Background: an optimization exercise with open tools, aiming at small area, a short achievable clock period and few clock cycles per item. Do not read the settings as production practice.
Only simulation tests tie the RTL to the original design; equivalence was not proved.

==> flow/design.v, too long to show whole: its modules and the start of the top module <==
// module qtwosComp: 23 lines
// module qmult: 45 lines
// module qadd: 46 lines
// module negar: 20 lines
// module qdiv: 52 lines
// module bits2temp1: 86 lines
// module lowpass_filter: 115 lines
// module pt100_temp: 391 lines
// module pt_add13: 45 lines
// module pt_add16: 59 lines
// module pt_add27: 97 lines
// module pt_add28: 103 lines
// module pt_add29: 105 lines
// module pt_add30: 109 lines
// module pt_add35: 129 lines
module pt100_temp (
    input  wire        clk,
    input  wire        rst,
    input  wire        in_valid,
    output wire        in_ready,
    input  wire [11:0] yk,
    output wire        out_valid,
    output wire [27:0] temp,
    output wire [27:0] temp_filt,
    output wire        alarm
    );
  // ...
==> flow/flow/run.sh <==
#!/bin/bash
# The standard layout (standard.sh), with the input and output port
# buffers made of sky130_fd_sc_hd__buf_2 instead of the default cell, and
# timing repair asked to leave 17.8 ns of setup slack (a 6.2 ns target) on
# the design's own 24 ns clock and constraints.
set -euo pipefail
export BUFFER_PORTS_ARGS="-buffer_cell sky130_fd_sc_hd__buf_2"
export SETUP_SLACK_MARGIN=17.8
bash standard.sh > standard_flow.log 2>&1
==> flow/standard.sh <==
#!/bin/bash
# synth_recipe.tcl (not shown) runs the flow's synth.tcl, then flattens the netlist and writes it again
# the make line also repeats each setting of config.mk as NAME=value (left out here)
make -C /OpenROAD-flow-scripts/flow DESIGN_CONFIG=/design/flow/config.mk WORK_HOME=/design/flow/orfs CLKGATE_MAP_FILE= SYNTH_SCRIPT=/design/flow/synth_recipe.tcl "${@:-finish}"
==> flow/config.mk <==
export PLATFORM = sky130hd
export DESIGN_NAME = pt100_temp
export DESIGN_NICKNAME = pt100_temp
export VERILOG_FILES = /design/flow/design.v
export SDC_FILE = /design/flow/constraint.sdc
export NUM_CORES = 4
export LEC_CHECK = 0
export ABC_AREA = 1
export CAP_MARGIN = 60
export CORE_MARGIN = 2
export CORE_UTILIZATION = 60
export CTS_BUF_LIST = sky130_fd_sc_hd__clkbuf_8
export PLACE_DENSITY = 0.75
export SLEW_MARGIN = 60
==> flow/constraint.sdc <==
create_clock -name core_clock -period 24.0 [get_ports {clk}]
set_input_delay 4.8000 -clock core_clock [delete_from_list [all_inputs] [get_ports {clk}]]
set_output_delay 4.8000 -clock core_clock [all_outputs]
set_load 0.01 [all_outputs]
==> flow_summary.ini, run 1 <==
[die]
nWellTaps = 615
io_pins = 74
start_util_pct = 60.9
die-area_sq_um = 50200
die_w_um = 224

[finish]
buf_share_pct = 2.90
seqCellArea_sq_um = 10100

[critical_path]
cp_data_arrival_time_ps = 1400
reg2reg_depth = 31
r2r_end = U1[27]
critPathKind = register to primary output

[sta]
hold_slack_ps = 331
min_period_ps = 6200
hold_viol_final = 0

[drt]
wl_met1_um = 40900
route.met3.wl_um = 13600
wl_per_cell_um = 22.0
ant_nets = 0

[synth]
synth_area_sq_um = 29100
ys_ff_latch = 433
synth_top_family_by_area = compound AO/OA/AOI/OAI gates
synth_xor_area_share_pct = 3.50

[cts]
cts_tree = yes

[status]
status = timing/DRC/antenna clean

[grt]
use_met3_pct = 12.5
grt_pass1_wl_um = 147000

[placed_design]
portBuffers = 73

[job]
drv_cap = 0

[min_path]
min_from = f_sa[0]
whs_endpoint = sa[0]
Testbench counts, summed over its fixed seeds: cycles 18,901, samples 960.
==> run 2, diff against run 1 <==
--- a/flow/config.mk
+++ b/flow/config.mk
@@ -9,6 +9,6 @@
 export CAP_MARGIN = 60
 export CORE_MARGIN = 2
 export CORE_UTILIZATION = 60
-export CTS_BUF_LIST = sky130_fd_sc_hd__clkbuf_8
+export GPL_TIMING_DRIVEN = 1
 export PLACE_DENSITY = 0.75
 export SLEW_MARGIN = 60
==> flow_summary.ini, run 2 <==
[status]
status = timing/DRC/antenna clean

[finish]
fin_util_pct = 66.8
final_cells = 4321
syn_to_final_growth_pct = 9.78
nets = 3994
stdcell_area_sq_um = 31900
top_register = ACC
drive_gt1_share_pct = 9.07
largest_register_ffs = 29
layout_commonest_cell = nand2_1
final_cell_mix = 535 x nand2_1, 518 x inv_1, 422 x o21ai_0, 315 x a21oi_1, 286 x dfxtp_1
fill_cells = 4035

[sta]
hold_viol_final = 0
fmax_mhz = 162
setup_violations = 0
min_period_ps = 6160
final.period_utilization_pct = 25.7
skew_ps = 27.8
drv_slew = 0
worstMarginPinSlew_ps = 611
setup_tns_ps = 0
rsz0062_at_grt = no
relSlewSlack_pct = 59.3

[synth]
yosys-top-cells-count = 541 x nand2_1, 524 x inv_1, 439 x o21ai_0, 316 x a21oi_1, 289 x dfxtp_1
syn-num-nets = 3972
ys_warn_count = 1
yosysMostFrequentCell = nand2_1
ys.flop_type = dfxtp_1
synth_largest_area_cell = dfxtp_1
async_flop_share_pct = 0
synth-edff-count = 144
syn_area_per_cell_sq_um = 7.97
ys_ff_latch = 433
yosysUniqueCellTypes = 63
synthTopCellsByArea = dfxtp_1 20%, edfxtp_1 15%, fa_1 9.3%
yosysSeqAreaShare_pct = 34.8
synthDominantCellAreaShare_pct = 19.9
synth_cells = 3645
synth_area_sq_um = 29100

[critical_path]
critPathMaxStageDelay_ps = 540
critPathKind = register to primary output
cp_max_fo = 3
cp_slowest_cell = edfxtp_1
startpoint = T[0]
cp-end-kind = primary output
reg2reg_depth = 31
start_kind = register
cp.required_ps = 19200
worst-path-buf-inv = 1
r2r-start = sa[0]
crit_cells = 1
crit_family = flip-flops
cp_data_arrival_time_ps = 1360
cp_cell_sequence = buf_2

[cts]
cts_tree = yes
clock_path_buffers = 3
postCtsHoldBufs = 0
cts_buffers = 47
htreeDepth = 2
root_buffer = clkbuf_16
clock-sinks = 433
worstSkewPairLatency_ps = 610
clkTransAtPathRegs_ps = 70

[die]
start_util_pct = 60.9
die-height_um = 224
die-area_sq_um = 50200
die_w_um = 224
rows = 80
core_area_sq_um = 47700
io_pins = 74

[drt]
drt_wl_total_um = 95900
ant_nets = 0
vias_per_cell = 6.20
drcViolationCount = 0
wl_per_cell_um = 22.2
drt_iter0_drc = 3640
dr.pass1.iters = 9
vias = 26800

[job]
drv_cap = 0

[placed_design]
place_area_sq_um = 29900
portBuffers = 73
placed_cells = 4206
hpwl_um = 71300
place.gp.congestion = 1.00

[grt]
grt_pass1_wl_um = 146000
grt_pass1_vias = 25100
grt.total_usage_pct = 37.8
grt_max_degree = 74
antenna_found_initial = 6
grt_overflow = 0

[min_path]
hold-path-cell-count = 0
hold_class = register to register
min_from = f_sa[0]
-- run 2: logic make-up after synthesis --
logic type	count (synthesis)	synth area share (%)
DFF	433	34.8
AOI/OAI and AO/OA	1043	20.4
and+or+nand+nor	1033	15.0
xor gates and xnor gates	116	3.50
buffers and inverters	708	9.44
adders and majority gates	312	16.9
-- run 2: final cells by class --
class                           count  area (sq um)  share of cell area [%]
Multi-Input combinational cell   2504         16500                    51.7
Tap cell                          615           769                    2.41
Timing Repair Buffer              134           882                    2.76
Clock buffer                       68          1360                    4.26
Clock inverter                     19           183                   0.573
Antenna cell                        1          2.50                 0.00784
Inverter                          547          2080                    6.53
Sequential cell                   433         10100                    31.7
-- run 2: routing by layer --
metal,part of all wire (%),track usage (%),vias up
met2,40,53.0,1645
li1,-,-,12300
met5,0.038,0,-
met3,14,12.6,203
met4,3.3,11.6,6
met1,42,55.1,12600
-- run 2: worst paths after layout --
kind	slack [ps]	endpoint
setup / recovery	17840	temp[0]
hold / removal	330	sa[0]
setup reg to reg	18220	U1[27]
hold reg to reg	330	sa[0]
-- run 2: what timing repair did --
action,4_1_cts,5_1_grt
setup endpoints to repair,4,15
pin swaps,0,12
setup buffers,0,22
cloned,0,1
gates resized for setup,12,55
-- run 2: per-stage QoR --
stage          setup slack (ps)  hold slack, ps
2_1_floorplan             18490             310
3_3_place_gp              17270             313
3_5_place_dp              17540             312
4_1_cts                   17820             329
5_1_grt                   17740             348
6_report                  17840             328
==> run 3, diff against run 2 <==
--- a/flow/config.mk
+++ b/flow/config.mk
@@ -9,6 +9,5 @@
 export CAP_MARGIN = 60
 export CORE_MARGIN = 2
 export CORE_UTILIZATION = 60
-export GPL_TIMING_DRIVEN = 1
 export PLACE_DENSITY = 0.75
 export SLEW_MARGIN = 60
==> flow_summary.ini, run 3 <==
[status]
status = timing/DRC/antenna clean

[cts]
worstSkewPairLatency_ps = 610
root_buffer = clkbuf_16
htreeDepth = 2
clkTransAtPathRegs_ps = 70
clock_path_buffers = 3
cts_tree = yes
clock-sinks = 433
cts_buffers = 47

[drt]
dr.pass1.iters = 9
wl_per_cell_um = 22.2
vias_per_cell = 6.20
vias = 26800
drt_iter0_drc = 3640
ant_nets = 0
drcViolationCount = 0
drt_wl_total_um = 95900

[sta]
hold_slack_ps = 328
min_period_ps = 6160
postLayoutSetupSlackWorst_ps = 17840
setup_violations = 0
fmax_mhz = 162
worstMarginPinSlew_ps = 611
relSlewSlack_pct = 59.3
setup_tns_ps = 0
rsz0062_at_grt = no
skew_ps = 27.8
drv_slew = 0
hold_viol_final = 0
final.period_utilization_pct = 25.7

[finish]
syn_to_final_growth_pct = 9.78
layout_commonest_cell = nand2_1
largest_register_ffs = 29
top_register = ACC
fin_util_pct = 66.8
drive_gt1_share_pct = 9.07
seqCellArea_sq_um = 10100
multi_input_area_sq_um = 16500
nets = 3994
final_cell_mix = 535 x nand2_1, 518 x inv_1, 422 x o21ai_0, 315 x a21oi_1, 286 x dfxtp_1
fill_cells = 4035

[critical_path]
crit_family = flip-flops
cp-end-kind = primary output
cp_data_arrival_time_ps = 1360
worst-path-buf-inv = 1
cp_slowest_cell = edfxtp_1
cp_cell_sequence = buf_2
critPathMaxStageDelay_ps = 540
start_kind = register
cp.required_ps = 19200
critPathKind = register to primary output
cp_max_fo = 3

[synth]
synth_largest_area_cell = dfxtp_1
synth_simple_gate_area_share_pct = 15.0
async_flop_share_pct = 0
synth-edff-count = 144
ys_ff_latch = 433
synth_top_family_by_area = compound AO/OA/AOI/OAI gates
syn_area_per_cell_sq_um = 7.97
synth_area_sq_um = 29100
yosysMostFrequentCell = nand2_1
synth_cells = 3645
yosysUniqueCellTypes = 63
ys.flop_type = dfxtp_1
ys_warn_count = 1
yosys-top-cells-count = 541 x nand2_1, 524 x inv_1, 439 x o21ai_0, 316 x a21oi_1, 289 x dfxtp_1
synthTopCellsByArea = dfxtp_1 20%, edfxtp_1 15%, fa_1 9.3%
synth_compound_area_share_pct = 20.4
yosys.area_share.adder_pct = 16.9
syn-num-nets = 3972
synth.area.mux_share_pct = 0
synth_xor_area_share_pct = 3.50
synthDominantCellAreaShare_pct = 19.9
yosysSeqAreaShare_pct = 34.8

[grt]
grt_overflow = 0
antenna_found_initial = 6
grt_pass1_vias = 25100
grt_max_degree = 74
grt.total_usage_pct = 37.8
grt_pass1_wl_um = 146000

[placed_design]
dpl_worst_slack_ps = 17540
place.gp.congestion = 1.00
portBuffers = 73
hpwl_um = 71300

[die]
rows = 80
die-height_um = 224
core_area_sq_um = 47700
die_w_um = 224
io_pins = 74
die-area_sq_um = 50200
start_util_pct = 60.9

[min_path]
hold_class = register to register

[job]
drv_cap = 0
-- run 3: routing by layer --
metal  vias to the layer above  wire length, um  track usage, %
met5                         -               36               0
met4                         6             3150            11.6
met3                       203            13500            12.6
met2                      1645            38800            53.0
met1                     12600            40400            55.1
li1                      12300                -               -
-- run 3: worst paths after layout --
path	from	endpoint	slack, ps	depth (start not counted)
max	T[0]	temp[0]	17840	1
min	f_sa[0]	sa[0]	330	0
max reg2reg	sa[0]	U1[27]	18220	31
min reg2reg	f_sa[0]	sa[0]	330	0
-- run 3: layout make-up --
type                       instances  area share [%]
multi-input combinational       2504            51.7
tap                              615            2.41
inverter                         547            6.53
clock buffer                      68            4.26
timing repair buffer             134            2.76
antenna                            1         0.00784
sequential                       433            31.7
clock inverter                    19           0.573
-- run 3: timing repair --
| item | in CTS | in global routing |
|---|---|---|
| hold buffers | 0 | 0 |
| hold endpoints to repair | 0 | 0 |
| endpoints found under the setup margin | 4 | 15 |
| gates cloned | 0 | 1 |
| pin swaps | 0 | 12 |
| resized for setup | 12 | 55 |
| setup buffers | 0 | 22 |
-- run 3: cells by family (layout without fill, tap and decap cells) --
family                   count (synthesis)  in the layout
buffers and inverters                  708            768
adder cells (fa/ha/maj)                312            312
AND/OR/NAND/NOR                       1033           1033
XOR/XNOR                               116            116
AO/OA/AOI/OAI                         1043           1043
other                                    0              1
flip-flops                             433            433
-- run 3: through the flow --
stage               instance area (sq um)  std cells
global route                        31900       4320
global placement                    29800       4205
CTS                                 31400       4293
detailed placement                  29900       4206
floorplan                           29100       3645
finish                              31900       4321
==> run 4, diff against run 3 <==
--- a/flow/config.mk
+++ b/flow/config.mk
@@ -6,8 +6,8 @@
 export NUM_CORES = 4
 export LEC_CHECK = 0
 export ABC_AREA = 1
-export CAP_MARGIN = 60
+export CAP_MARGIN = 20
 export CORE_MARGIN = 2
 export CORE_UTILIZATION = 60
 export PLACE_DENSITY = 0.75
-export SLEW_MARGIN = 60
+export SLEW_MARGIN = 20
==> flow_summary.ini, run 4 <==
[status]
status = timing/DRC/antenna clean

[placed_design]
place.gp.congestion = 1.00
portBuffers = 73
dpl_worst_slack_ps = 17220
place_area_sq_um = 29800
hpwl_um = 71300

[synth]
yosysSeqAreaShare_pct = 34.8
yosysMostFrequentCell = nand2_1
synth-edff-count = 144
ys_ff_latch = 433
synth_xor_area_share_pct = 3.50
syn-num-nets = 3972
yosys.area_share.adder_pct = 16.9
synth_cells = 3645
async_flop_share_pct = 0
synth_largest_area_cell = dfxtp_1
ys_warn_count = 1
synth_area_sq_um = 29100
syn_area_per_cell_sq_um = 7.97
yosys-top-cells-count = 541 x nand2_1, 524 x inv_1, 439 x o21ai_0, 316 x a21oi_1, 289 x dfxtp_1
synthTopCellsByArea = dfxtp_1 20%, edfxtp_1 15%, fa_1 9.3%
yosysUniqueCellTypes = 63
synthDominantCellAreaShare_pct = 19.9
synth_simple_gate_area_share_pct = 15.0
synth_compound_area_share_pct = 20.4
ys.flop_type = dfxtp_1
synth_top_family_by_area = compound AO/OA/AOI/OAI gates
synth.area.mux_share_pct = 0

[die]
rows = 80
io_pins = 74
die-height_um = 224
die_w_um = 224
core_area_sq_um = 47700
die-area_sq_um = 50200
start_util_pct = 60.9

[critical_path]
startpoint = T[0]
r2r_end = P[15]
critPathKind = register to primary output
cp_slowest_cell = edfxtp_1
reg2reg_depth = 24
cp_data_arrival_time_ps = 1380
worst-path-buf-inv = 1
reg2reg_slack_ps = 18120
cp.required_ps = 19200
cp_max_fo = 3
crit_cells = 1
critPathMaxStageDelay_ps = 550
cp-end-kind = primary output
r2r-start = cnt[4]
cp_cell_sequence = buf_2
start_kind = register
crit_family = flip-flops
crit_end = temp[0]

[finish]
largest_register_ffs = 29
stdcell_area_sq_um = 31900
fin_util_pct = 66.8
layout_commonest_cell = nand2_1
nets = 3994
drive_gt1_share_pct = 8.58
final_cell_mix = 538 x nand2_1, 521 x inv_1, 424 x o21ai_0, 315 x a21oi_1, 288 x dfxtp_1
top_register = ACC
syn_to_final_growth_pct = 9.75
fill_cells = 4026

[cts]
root_buffer = clkbuf_16
clock_path_buffers = 3
clock-sinks = 433
worstSkewPairLatency_ps = 610
clkTransAtPathRegs_ps = 60
htreeDepth = 2
cts_tree = yes
cts_buffers = 48
postCtsHoldBufs = 0

[sta]
postLayoutSetupSlackWorst_ps = 17820
fmax_mhz = 162
relSlewSlack_pct = 27.0
skew_ps = 26.3
drv_slew = 0
min_period_ps = 6180
setup_violations = 0
final.period_utilization_pct = 25.7
hold_viol_final = 0
setup_tns_ps = 0
worstMarginPinSlew_ps = 1080
rsz0062_at_grt = yes

[grt]
use_met3_pct = 12.0
grt_max_degree = 74
antenna_found_initial = 5
grt_pass1_wl_um = 146000
grt_overflow = 0
met1_usage_pct = 54.9
grt_most_used_layer = met1
grt_util_met2_pct = 53.9
grt.total_usage_pct = 37.8
grt_pass1_vias = 25100

[job]
drv_cap = 0

[drt]
vias = 26800
vias_per_cell = 6.21
drt_wl_total_um = 96100
wl_per_cell_um = 22.2
dr.pass1.iters = 8
drcViolationCount = 0
drt_iter0_drc = 3522
ant_nets = 0

[min_path]
hold_class = register to register
[run 4: cell counts after synthesis]
Identical to the previous run, type by type.
[run 4: cells by family (layout without fill, tap and decap cells)]
kind of cell	count (synthesis)	in the layout
xor gates and xnor gates	116	116
other	0	1
DFF	433	433
buffers and inverters	708	768
adders and majority gates	312	312
AOI/OAI and AO/OA	1043	1043
and+or+nand+nor	1033	1033
[run 4: per-stage QoR]
stage,hold WS [ps],std cells
6_report,328,4321
5_1_grt,344,4321
4_1_cts,328,4293
3_5_place_dp,314,4205
3_3_place_gp,313,4205
2_1_floorplan,310,3645
[run 4: repair_timing]
action | 4_1_cts | 5_1_grt
pin swaps | 0 | 12
resized for setup | 24 | 60
setup endpoints to repair | 21 | 30
gates cloned | 0 | 2
setup buffers | 0 | 24
[run 4: worst min-delay path by stage]
| stage | startpoint | endpoint | slack (ps) | depth (start not counted) |
|---|---|---|---|---|
| finish | f_sa[0] | sa[0] | 330 | 0 |
| global route | f_wr | wr | 340 | 0 |
| CTS | f_sa[0] | sa[0] | 330 | 0 |
| detailed placement | f_abs | absop | 310 | 0 |
| global placement | f_sa[1] | sa[1] | 310 | 0 |
| floorplan | f_abs | absop | 310 | 0 |
[run 4: cell type report]
type	instances	area, sq um	share of cell area, %
repair buffers	131	833	2.61
clock buffers	64	1380	4.32
inverters	547	2080	6.52
flip-flops and latches	433	10100	31.7
well taps	615	769	2.41
diodes	1	2.50	0.00785
repair inverters	2	12.5	0.0392
multi-input cells	2504	16500	51.6
clock inverters	24	246	0.773
[run 4: metal layers]
metal	share of wire, %	up-vias
li1	-	12300
met1	42	12700
met2	41	1609
met3	14	184
met4	3.0	6
met5	0.17	-
==> run 5, diff against run 4 <==
--- a/flow/config.mk
+++ b/flow/config.mk
@@ -6,8 +6,8 @@
 export NUM_CORES = 4
 export LEC_CHECK = 0
 export ABC_AREA = 1
-export CAP_MARGIN = 20
+export CAP_MARGIN = 60
 export CORE_MARGIN = 2
-export CORE_UTILIZATION = 60
-export PLACE_DENSITY = 0.75
-export SLEW_MARGIN = 20
+export CORE_UTILIZATION = 70
+export PLACE_DENSITY = 0.82
+export SLEW_MARGIN = 60
==> flow_summary.ini, run 5 <==
[sta]
fmax_mhz = 162
relSlewSlack_pct = 53.3
worstMarginPinSlew_ps = 694
rsz0062_at_grt = yes
drv_slew = 0
setup_violations = 0
min_period_ps = 6170
final.period_utilization_pct = 25.7
hold_viol_final = 0
setup_tns_ps = 0
hold_slack_ps = 327
skew_ps = 31.8

[synth]
ys_warn_count = 1
synthDominantCellAreaShare_pct = 19.9
ys.flop_type = dfxtp_1
synthTopCellsByArea = dfxtp_1 20%, edfxtp_1 15%, fa_1 9.3%
syn-num-nets = 3972
synth_cells = 3645
syn_area_per_cell_sq_um = 7.97
async_flop_share_pct = 0
synth_area_sq_um = 29100
synth_largest_area_cell = dfxtp_1
synth-edff-count = 144
yosysUniqueCellTypes = 63
ys_ff_latch = 433
yosysSeqAreaShare_pct = 34.8
yosysMostFrequentCell = nand2_1
yosys-top-cells-count = 541 x nand2_1, 524 x inv_1, 439 x o21ai_0, 316 x a21oi_1, 289 x dfxtp_1

[finish]
drive_gt1_share_pct = 8.39
top_register = ACC
syn_to_final_growth_pct = 9.05
final_cells = 4229
final_cell_mix = 537 x nand2_1, 516 x inv_1, 424 x o21ai_0, 315 x a21oi_1, 287 x dfxtp_1
nets = 3987
antennaDiodeCount = 0
layout_commonest_cell = nand2_1
largest_register_ffs = 29
fill_cells = 2843

[grt]
grt_pass1_wl_um = 151000
grt_pass1_vias = 27200
grt_max_degree = 75
grt_overflow = 0
antenna_found_initial = 0
grt.total_usage_pct = 44.5

[status]
status = timing/DRC/antenna clean

[critical_path]
start_kind = register
cp_cell_sequence = buf_2
cp_data_arrival_time_ps = 1370
cp.required_ps = 19200
worst-path-buf-inv = 1
critPathKind = register to primary output
cp_max_fo = 3
cp_slowest_cell = edfxtp_1
crit_family = flip-flops
critPathMaxStageDelay_ps = 530
cp-end-kind = primary output

[die]
die-height_um = 208
rows = 74
io_pins = 74
core_area_sq_um = 40900
start_util_pct = 71.0
die_w_um = 208
die-area_sq_um = 43200

[drt]
drcViolationCount = 0
ant_nets = 0
drt_wl_total_um = 98400
vias_per_cell = 6.60
drt_iter0_drc = 3979
dr.pass1.iters = 8
vias = 27900
wl_per_cell_um = 23.3

[cts]
clock-sinks = 433
clkTransAtPathRegs_ps = 70
cts_tree = yes
cts_buffers = 45
htreeDepth = 2
worstSkewPairLatency_ps = 610
postCtsHoldBufs = 0
root_buffer = clkbuf_16
clock_path_buffers = 3

[placed_design]
hpwl_um = 71300
portBuffers = 73
placed_cells = 4123
place.gp.congestion = 1.03

[job]
drv_cap = 0

[min_path]
hold_class = register to register
run 5: cell counts after synthesis:
No cell type changed its count.
run 5: what timing repair did:
action                                 CTS  global route
resized for setup                       13            32
endpoints found under the hold margin    0             0
pin swaps                                0             5
setup buffers                            0            20
setup endpoints to repair                4             7
run 5: metal layers:
| layer | GRT usage (%) | part of all wire [%] | up-vias |
|---|---|---|---|
| met5 | 0 | 0 | - |
| met4 | 30.6 | 8.0 | 0 |
| met3 | 12.4 | 13 | 508 |
| met2 | 69.4 | 45 | 2132 |
| met1 | 53.8 | 34 | 13000 |
| li1 | - | - | 12300 |
run 5: final timing paths:
| path | startpoint | endpoint | slack [ps] | cells past startpoint |
|---|---|---|---|---|
| max reg2reg | sb[0] | U1[27] | 17920 | 30 |
| max | T[27] | temp[27] | 17830 | 1 |
| min reg2reg | f_acc | useacc | 330 | 0 |
| min | f_acc | useacc | 330 | 0 |
run 5: kinds of logic (layout without fill, tap and decap cells):
group           Yosys count  in the layout  synth area share (%)
flops                   433            433                  34.8
simple gates           1033           1033                  15.0
fa+ha+maj               312            312                  16.9
xor+xnor                116            116                  3.50
buf+inv                 708            760                  9.44
compound gates         1043           1043                  20.4
run 5: stage by stage:
| stage | utilization (%) | area [sq um] | worst slack (ps) |
|---|---|---|---|
| global route | 77.4 | 31700 | 17670 |
| finish | 77.4 | 31700 | 17830 |
| global placement | 72.5 | 29700 | 17110 |
| detailed placement | 72.7 | 29800 | 17540 |
| CTS | 76.6 | 31300 | 17810 |
| floorplan | - | 29100 | 18490 |
run 5: layout make-up:
class                   count  area (sq um)  area share [%]
clock buffers              65          1330            4.19
clock inverters            19           200           0.632
inverters                 547          2110            6.64
multi-input cells        2504         16400            51.9
flip-flops and latches    433         10100            31.9
well taps                 532           666            2.10
repair buffers            129           836            2.64
==> run 6, diff against run 5 <==
--- a/flow/config.mk
+++ b/flow/config.mk
@@ -8,6 +8,8 @@
 export ABC_AREA = 1
 export CAP_MARGIN = 60
 export CORE_MARGIN = 2
-export CORE_UTILIZATION = 70
-export PLACE_DENSITY = 0.82
+export CORE_UTILIZATION = 66
+export CTS_CLUSTER_DIAMETER = 60
+export CTS_CLUSTER_SIZE = 30
+export PLACE_DENSITY = 0.8
 export SLEW_MARGIN = 60
==> flow_summary.ini, run 6 <==
[grt]
grt.total_usage_pct = 41.5
antenna_found_initial = 8
grt_max_degree = 75
grt_overflow = 0
grt_pass1_vias = 25900
grt_pass1_wl_um = 145000

[sta]
relSlewSlack_pct = 60.0
setup_violations = 0
final.period_utilization_pct = 25.8
worstMarginPinSlew_ps = 595
min_period_ps = 6190
rsz0062_at_grt = yes
setup_tns_ps = 0
drv_slew = 0
skew_ps = 44.8
fmax_mhz = 161
hold_viol_final = 0

[min_path]
hold_class = register to register
hold-path-cell-count = 0

[drt]
vias_per_cell = 6.33
dr.pass1.iters = 6
drcViolationCount = 0
wl_per_cell_um = 22.4
ant_nets = 0
drt_wl_total_um = 95300
vias = 27000
drt_iter0_drc = 3554

[finish]
seqCellArea_sq_um = 10100
nets = 3975
fill_cells = 3296
top_register = ACC
final_cell_mix = 535 x nand2_1, 518 x inv_1, 419 x o21ai_0, 315 x a21oi_1, 286 x dfxtp_1
layout_commonest_cell = nand2_1
largest_register_ffs = 29
syn_to_final_growth_pct = 8.84
drive_gt1_share_pct = 8.46
stdcell_area_sq_um = 31600
multi_input_area_sq_um = 16500

[placed_design]
hpwl_um = 71200
place.gp.congestion = 1.02
place_area_sq_um = 29800
portBuffers = 73

[cts]
root_buffer = clkbuf_16
cts_buffers = 34
clkTransAtPathRegs_ps = 100
clock_path_buffers = 3
worstSkewPairLatency_ps = 600
htreeDepth = 2
cts_tree = yes
clock-sinks = 433

[critical_path]
worst-path-buf-inv = 1
critPathKind = register to primary output
critPathMaxStageDelay_ps = 560
cp_data_arrival_time_ps = 1390
cp_cell_sequence = buf_2
cp-end-kind = primary output
reg2reg_depth = 31
cp_max_fo = 3
crit_cells = 1
cp_slowest_cell = dfxtp_1
crit_family = flip-flops
start_kind = register
cp.required_ps = 19200

[die]
die-area_sq_um = 45700
rows = 76
io_pins = 74
core_area_sq_um = 43300
die-height_um = 214
start_util_pct = 67.2
die_w_um = 214

[job]
drv_cap = 0

[synth]
syn_area_per_cell_sq_um = 7.97
yosysSeqAreaShare_pct = 34.8
ys_ff_latch = 433
ys_warn_count = 1
synthDominantCellAreaShare_pct = 19.9
synthTopCellsByArea = dfxtp_1 20%, edfxtp_1 15%, fa_1 9.3%
synth_largest_area_cell = dfxtp_1
async_flop_share_pct = 0
ys.flop_type = dfxtp_1
yosysUniqueCellTypes = 63
syn-num-nets = 3972
yosys-top-cells-count = 541 x nand2_1, 524 x inv_1, 439 x o21ai_0, 316 x a21oi_1, 289 x dfxtp_1
synth-edff-count = 144
synth_cells = 3645
yosysMostFrequentCell = nand2_1
synth_area_sq_um = 29100

[status]
status = timing/DRC/antenna clean
## run 6: cell counts after synthesis
No cell type changed its count.
## run 6: worst paths after layout
check	startpoint	endpoint	slack (ps)
max	TF[27]	temp_filt[27]	17810
min	f_wr	wr	330
max reg2reg	sb[0]	U1[27]	18040
min reg2reg	f_wr	wr	330
## run 6: layout make-up
| type | instances | share of cell area, % |
|---|---|---|
| diodes | 2 | 0.0158 |
| clock buffers | 36 | 2.85 |
| clock inverters | 26 | 1.51 |
| inverters | 547 | 6.59 |
| multi-input cells | 2506 | 52.2 |
| flip-flops and latches | 433 | 32.0 |
| well taps | 585 | 2.31 |
| repair buffers | 125 | 2.50 |
| repair inverters | 1 | 0.0237 |
## run 6: kinds of logic after synthesis
family / synth area share [%]
buf+inv: 9.44
compound gates: 20.4
xor+xnor: 3.50
fa+ha+maj: 16.9
flops: 34.8
simple gates: 15.0
## run 6: per-stage QoR
step / utilization (%) / std cells / setup WS, ps / hold WS [ps]
CTS: 72.2 / 4238 / 17800 / 335
global route: 73.1 / 4259 / 17720 / 349
global placement: 68.7 / 4174 / 17220 / 311
detailed placement: 68.9 / 4176 / 17290 / 312
floorplan: - / 3645 / 18490 / 310
finish: 73.1 / 4261 / 17810 / 335
## run 6: layer usage
metal | part of all wire, % | track usage [%] | routed length (um) | up-vias
li1 | - | - | - | 12300
met1 | 37 | 52.2 | 35700 | 12600
met2 | 45 | 64.2 | 42400 | 1735
met3 | 12 | 11.9 | 11600 | 356
met4 | 5.8 | 24.0 | 5550 | 10
met5 | 0.073 | 0 | 70 | -
## run 6: what timing repair did
action                     CTS  global route
resized for setup           16            45
buffers inserted             0            16
hold endpoints to repair     0             0
pin swaps                    0             7
cloned                       0             3
hold buffers                 0             0
setup endpoints to repair    4             8
==> run 7, diff against run 6 <==
--- a/flow/config.mk
+++ b/flow/config.mk
@@ -9,7 +9,5 @@
 export CAP_MARGIN = 60
 export CORE_MARGIN = 2
 export CORE_UTILIZATION = 66
-export CTS_CLUSTER_DIAMETER = 60
-export CTS_CLUSTER_SIZE = 30
 export PLACE_DENSITY = 0.8
 export SLEW_MARGIN = 60
==> flow_summary.ini, run 7 <==
[cts]
clkTransAtPathRegs_ps = 60
cts_tree = yes
postCtsHoldBufs = 0
htreeDepth = 2
cts_buffers = 45
worstSkewPairLatency_ps = 600
clock-sinks = 433
root_buffer = clkbuf_16
clock_path_buffers = 3

[die]
core_area_sq_um = 43300
die-area_sq_um = 45700
start_util_pct = 67.2
io_pins = 74
die-height_um = 214
rows = 76
die_w_um = 214

[placed_design]
place.gp.congestion = 1.02
placed_cells = 4176
portBuffers = 73
dpl_worst_slack_ps = 17290
place_area_sq_um = 29800
hpwl_um = 71200

[synth]
yosysUniqueCellTypes = 63
synth_largest_area_cell = dfxtp_1
yosys-top-cells-count = 541 x nand2_1, 524 x inv_1, 439 x o21ai_0, 316 x a21oi_1, 289 x dfxtp_1
synthTopCellsByArea = dfxtp_1 20%, edfxtp_1 15%, fa_1 9.3%
ys_warn_count = 1
syn-num-nets = 3972
synth_area_sq_um = 29100
ys.flop_type = dfxtp_1
synth-edff-count = 144
yosysMostFrequentCell = nand2_1
synth_cells = 3645
syn_area_per_cell_sq_um = 7.97
yosysSeqAreaShare_pct = 34.8
async_flop_share_pct = 0
ys_ff_latch = 433
synthDominantCellAreaShare_pct = 19.9

[min_path]
hold_class = register to register
whs_endpoint = sa[1]
min_from = f_sa[1]
hold-path-cell-count = 0

[sta]
worstMarginPinSlew_ps = 635
setup_violations = 0
hold_viol_final = 0
postLayoutSetupSlackWorst_ps = 17810
final.period_utilization_pct = 25.8
fmax_mhz = 162
hold_slack_ps = 322
drv_slew = 0
setup_tns_ps = 0
rsz0062_at_grt = yes
min_period_ps = 6190
relSlewSlack_pct = 57.5
skew_ps = 24.4

[status]
status = timing/DRC/antenna clean

[critical_path]
cp_cell_sequence = buf_2
cp_data_arrival_time_ps = 1390
reg2reg_depth = 30
start_kind = register
critPathKind = register to primary output
reg2reg_slack_ps = 18060
worst-path-buf-inv = 1
cp-end-kind = primary output
critPathMaxStageDelay_ps = 550
cp.required_ps = 19200
crit_family = flip-flops
cp_slowest_cell = dfxtp_1
r2r-start = sb[1]
r2r_end = U1[27]
cp_max_fo = 3

[drt]
wl_per_cell_um = 22.4
dr.pass1.iters = 9
drt_iter0_drc = 3372
drcViolationCount = 0
drt_wl_total_um = 95900
vias = 27100
vias_per_cell = 6.32
ant_nets = 0

[finish]
final_cell_mix = 535 x nand2_1, 518 x inv_1, 421 x o21ai_0, 314 x a21oi_1, 286 x dfxtp_1
syn_to_final_growth_pct = 9.45
drive_gt1_share_pct = 8.85
stdcell_area_sq_um = 31800
nets = 3988
layout_commonest_cell = nand2_1
final_cells = 4284
fin_util_pct = 73.5
largest_register_ffs = 29
fill_cells = 3243
top_register = ACC

[grt]
grt_max_degree = 75
grt.total_usage_pct = 41.7
antenna_found_initial = 7
grt_pass1_vias = 26100
grt_pass1_wl_um = 145000
grt_overflow = 0

[job]
drv_cap = 0
-- run 7: worst max path at each step --
| stage | start | to | slack, ps | cells past startpoint |
|---|---|---|---|---|
| final | TF[27] | temp_filt[27] | 17810 | 1 |
| after global routing | sb[1] | U1[27] | 17710 | 33 |
| after CTS | bst[0] | dsg | 17810 | 25 |
| after detailed placement | sb[2] | U1[27] | 17290 | 31 |
| after global placement | sb[0] | U1[27] | 17220 | 31 |
| after floorplan | sa[0] | U1[27] | 18490 | 31 |
-- run 7: logic make-up after synthesis --
kind of cell / count (synthesis) / share of synthesized area [%]
compound gates: 1043 / 20.4
simple gates: 1033 / 15.0
buf+inv: 708 / 9.44
flops: 433 / 34.8
fa+ha+maj: 312 / 16.9
xor+xnor: 116 / 3.50
-- run 7: worst register-to-register path, delay by kind of cell (launching register included) --
kind,cells,cell delay [ps]
flip-flops,1,320
AND/OR/NAND/NOR,17,2230
buffers and inverters,4,690
adder cells (fa/ha/maj),3,1450
AO/OA/AOI/OAI,6,1000
-- run 7: timing repair --
item | in CTS | in global routing
setup endpoints to repair | 4 | 6
gates cloned | 0 | 3
pin swaps | 0 | 8
gates resized for setup | 17 | 47
setup buffers | 0 | 19
-- run 7: per-layer routing --
layer  GRT usage (%)  wire length (um)  vias up
met1            52.3             35900    12600
met5               0                39        -
li1                -                 -    12300
met2            64.5             42000     1762
met4            24.8              6310        6
met3            11.5             11600      383
-- run 7: cell type report --
class | count | area, sq um | share of cell area [%]
repair buffers | 127 | 782 | 2.46
diodes | 2 | 5.00 | 0.0157
clock buffers | 62 | 1270 | 3.99
clock inverters | 21 | 274 | 0.861
multi-input cells | 2506 | 16500 | 52.0
flip-flops and latches | 433 | 10100 | 31.8
inverters | 547 | 2090 | 6.56
repair inverters | 1 | 7.51 | 0.0236
well taps | 585 | 732 | 2.30
==> run 8, diff against run 7 <==
==> flow/flow/run.sh (replaced) <==
#!/bin/bash
# The standard layout (standard.sh), with the input and output port
# buffers made of sky130_fd_sc_hd__buf_2 instead of the default cell, and
# timing repair asked to leave 18.1 ns of setup slack (a 5.9 ns target) on
# the design's own 24 ns clock and constraints.
set -euo pipefail
export BUFFER_PORTS_ARGS="-buffer_cell sky130_fd_sc_hd__buf_2"
export SETUP_SLACK_MARGIN=18.1
bash standard.sh > standard_flow.log 2>&1
==> flow_summary.ini, run 8 <==
[sta]
setup_violations = 0
postLayoutSetupSlackWorst_ps = 17830
relSlewSlack_pct = 57.1
skew_ps = 26.2
fmax_mhz = 162
final.period_utilization_pct = 25.7
hold_viol_final = 0
hold_slack_ps = 325
drv_slew = 0
rsz0062_at_grt = yes
min_period_ps = 6170
worstMarginPinSlew_ps = 641
setup_tns_ps = 0

[cts]
worstSkewPairLatency_ps = 610
clock_path_buffers = 3
htreeDepth = 2
cts_tree = yes
clkTransAtPathRegs_ps = 60
clock-sinks = 433
root_buffer = clkbuf_16
postCtsHoldBufs = 0
cts_buffers = 45

[critical_path]
start_kind = register
cp.required_ps = 19200
crit_family = flip-flops
cp_max_fo = 1
worst-path-buf-inv = 1
cp_data_arrival_time_ps = 1370
r2r_end = U1[27]
critPathMaxStageDelay_ps = 570
reg2reg_slack_ps = 18290
r2r-start = sb[0]
cp_slowest_cell = edfxtp_1
reg2reg_depth = 35
cp_cell_sequence = buf_6
critPathKind = register to primary output
cp-end-kind = primary output

[synth]
syn_area_per_cell_sq_um = 7.97
synthTopCellsByArea = dfxtp_1 20%, edfxtp_1 15%, fa_1 9.3%
synth_largest_area_cell = dfxtp_1
synthDominantCellAreaShare_pct = 19.9
yosysSeqAreaShare_pct = 34.8
ys.flop_type = dfxtp_1
yosysUniqueCellTypes = 63
yosys-top-cells-count = 541 x nand2_1, 524 x inv_1, 439 x o21ai_0, 316 x a21oi_1, 289 x dfxtp_1
ys_ff_latch = 433
synth_cells = 3645
syn-num-nets = 3972
yosysMostFrequentCell = nand2_1
synth-edff-count = 144
ys_warn_count = 1
async_flop_share_pct = 0
synth_area_sq_um = 29100

[placed_design]
placed_cells = 4176
dpl_worst_slack_ps = 17290
hpwl_um = 71200
portBuffers = 73
place_area_sq_um = 29800
place.gp.congestion = 1.02

[drt]
vias = 27600
vias_per_cell = 6.36
ant_nets = 0
drt_wl_total_um = 98500
dr.pass1.iters = 6
drcViolationCount = 0
drt_iter0_drc = 3776
wl_per_cell_um = 22.7

[min_path]
hold-path-cell-count = 0
whs_endpoint = sa[1]
hold_class = register to register
min_from = f_sa[1]

[die]
start_util_pct = 67.2
rows = 76
die_w_um = 214
core_area_sq_um = 43300
die-area_sq_um = 45700
die-height_um = 214
io_pins = 74

[grt]
grt.total_usage_pct = 42.6
grt_overflow = 0
grt_pass1_wl_um = 148000
grt_max_degree = 75
grt_pass1_vias = 26500
antenna_found_initial = 6

[finish]
stdcell_area_sq_um = 32500
nets = 4046
drive_gt1_share_pct = 11.7
final_cells = 4343
layout_commonest_cell = nand2_1
fin_util_pct = 75.2
fill_cells = 3137
top_register = ACC
largest_register_ffs = 29
final_cell_mix = 533 x nand2_1, 513 x inv_1, 416 x o21ai_0, 313 x a21oi_1, 258 x dfxtp_1
syn_to_final_growth_pct = 12.0

[status]
status = timing/DRC/antenna clean

[job]
drv_cap = 0
run 8: cell counts after synthesis:
No cell type changed its count.
run 8: cell families after synthesis:
group / after synthesis / share of synthesized area (%)
AND/OR/NAND/NOR: 1033 / 15.0
adder cells (fa/ha/maj): 312 / 16.9
flip-flops: 433 / 34.8
AO/OA/AOI/OAI: 1043 / 20.4
buffers and inverters: 708 / 9.44
XOR/XNOR: 116 / 3.50
run 8: worst reg2reg max path: cells and delay by family (launching register included):
| kind | cells | cell delay (ps) |
|---|---|---|
| buffers and inverters | 7 | 810 |
| AND/OR/NAND/NOR | 18 | 1860 |
| flip-flops | 1 | 330 |
| AO/OA/AOI/OAI | 7 | 990 |
| adder cells (fa/ha/maj) | 3 | 1480 |
run 8: area by class of cell:
class | count | area, sq um | area share (%)
Multi-Input combinational cell | 2504 | 16700 | 51.2
Antenna cell | 3 | 7.51 | 0.0231
Inverter | 547 | 2090 | 6.42
Timing Repair Buffer | 187 | 1340 | 4.12
Timing Repair inverter | 1 | 3.75 | 0.0115
Tap cell | 585 | 732 | 2.25
Sequential cell | 433 | 10200 | 31.3
Clock inverter | 21 | 274 | 0.842
Clock buffer | 62 | 1270 | 3.90
run 8: how the worst max path moves through the flow:
stage	start	end	cells past startpoint
after global routing	alarm_r	alarm	1
after floorplan	sa[0]	U1[27]	31
after CTS	alarm_r	alarm	1
after detailed placement	sb[2]	U1[27]	31
after global placement	sb[0]	U1[27]	31
final	alarm_r	alarm	1
run 8: routing by layer:
| metal | vias up | GRT usage (%) | part of all wire, % |
|---|---|---|---|
| met5 | - | 0 | 0.027 |
| met3 | 395 | 12.2 | 13 |
| met1 | 12900 | 52.8 | 36 |
| met4 | 4 | 25.3 | 6.3 |
| met2 | 1862 | 66.3 | 44 |
| li1 | 12400 | - | - |
run 8: repair_timing:
item,CTS,global route
cloned,1,0
pin swaps,5,19
endpoints found under the setup margin,92,46
buffers inserted,40,40
gates resized for setup,86,70

what the ideal ports hide:
The results above use ideal ports. As a check the final layouts listed here were re-extracted and re-timed, cells and wires unchanged. Step 1 (the two cells are an assumption about what drives the block):
set clk [get_ports {clk}]
set_driving_cell -lib_cell sky130_fd_sc_hd__clkbuf_16 $clk
set_driving_cell -lib_cell sky130_fd_sc_hd__buf_2 [delete_from_list [all_inputs] $clk]
Step 2 moves the port delays by t, midway between the first and last clock arrival at a register: inputs arrive t later, outputs are due t later. That takes back most of the time a late clock gives input paths. Slacks: ideal / step 1 / step 2; pairs: ideal / step 1.
run | shift t [ns] | setup slack, ns | worst setup path after step 2
run 1 | 0.728 | 17.802 / 17.744 / 18.193 | register to register
run 2 | 0.659 | 17.839 / 17.781 / 18.217 | register to register
run 3 | 0.659 | 17.839 / 17.781 / 18.217 | register to register
run 4 | 0.665 | 17.823 / 17.760 / 18.118 | register to register
run 5 | 0.658 | 17.830 / 17.766 / 17.917 | register to register
run 6 | 0.641 | 17.807 / 17.748 / 18.036 | register to register
run 7 | 0.653 | 17.814 / 17.754 / 18.060 | register to register
run 8 | 0.661 | 17.829 / 17.766 / 18.291 | input to register
After both steps setup and hold are still met in every run listed.
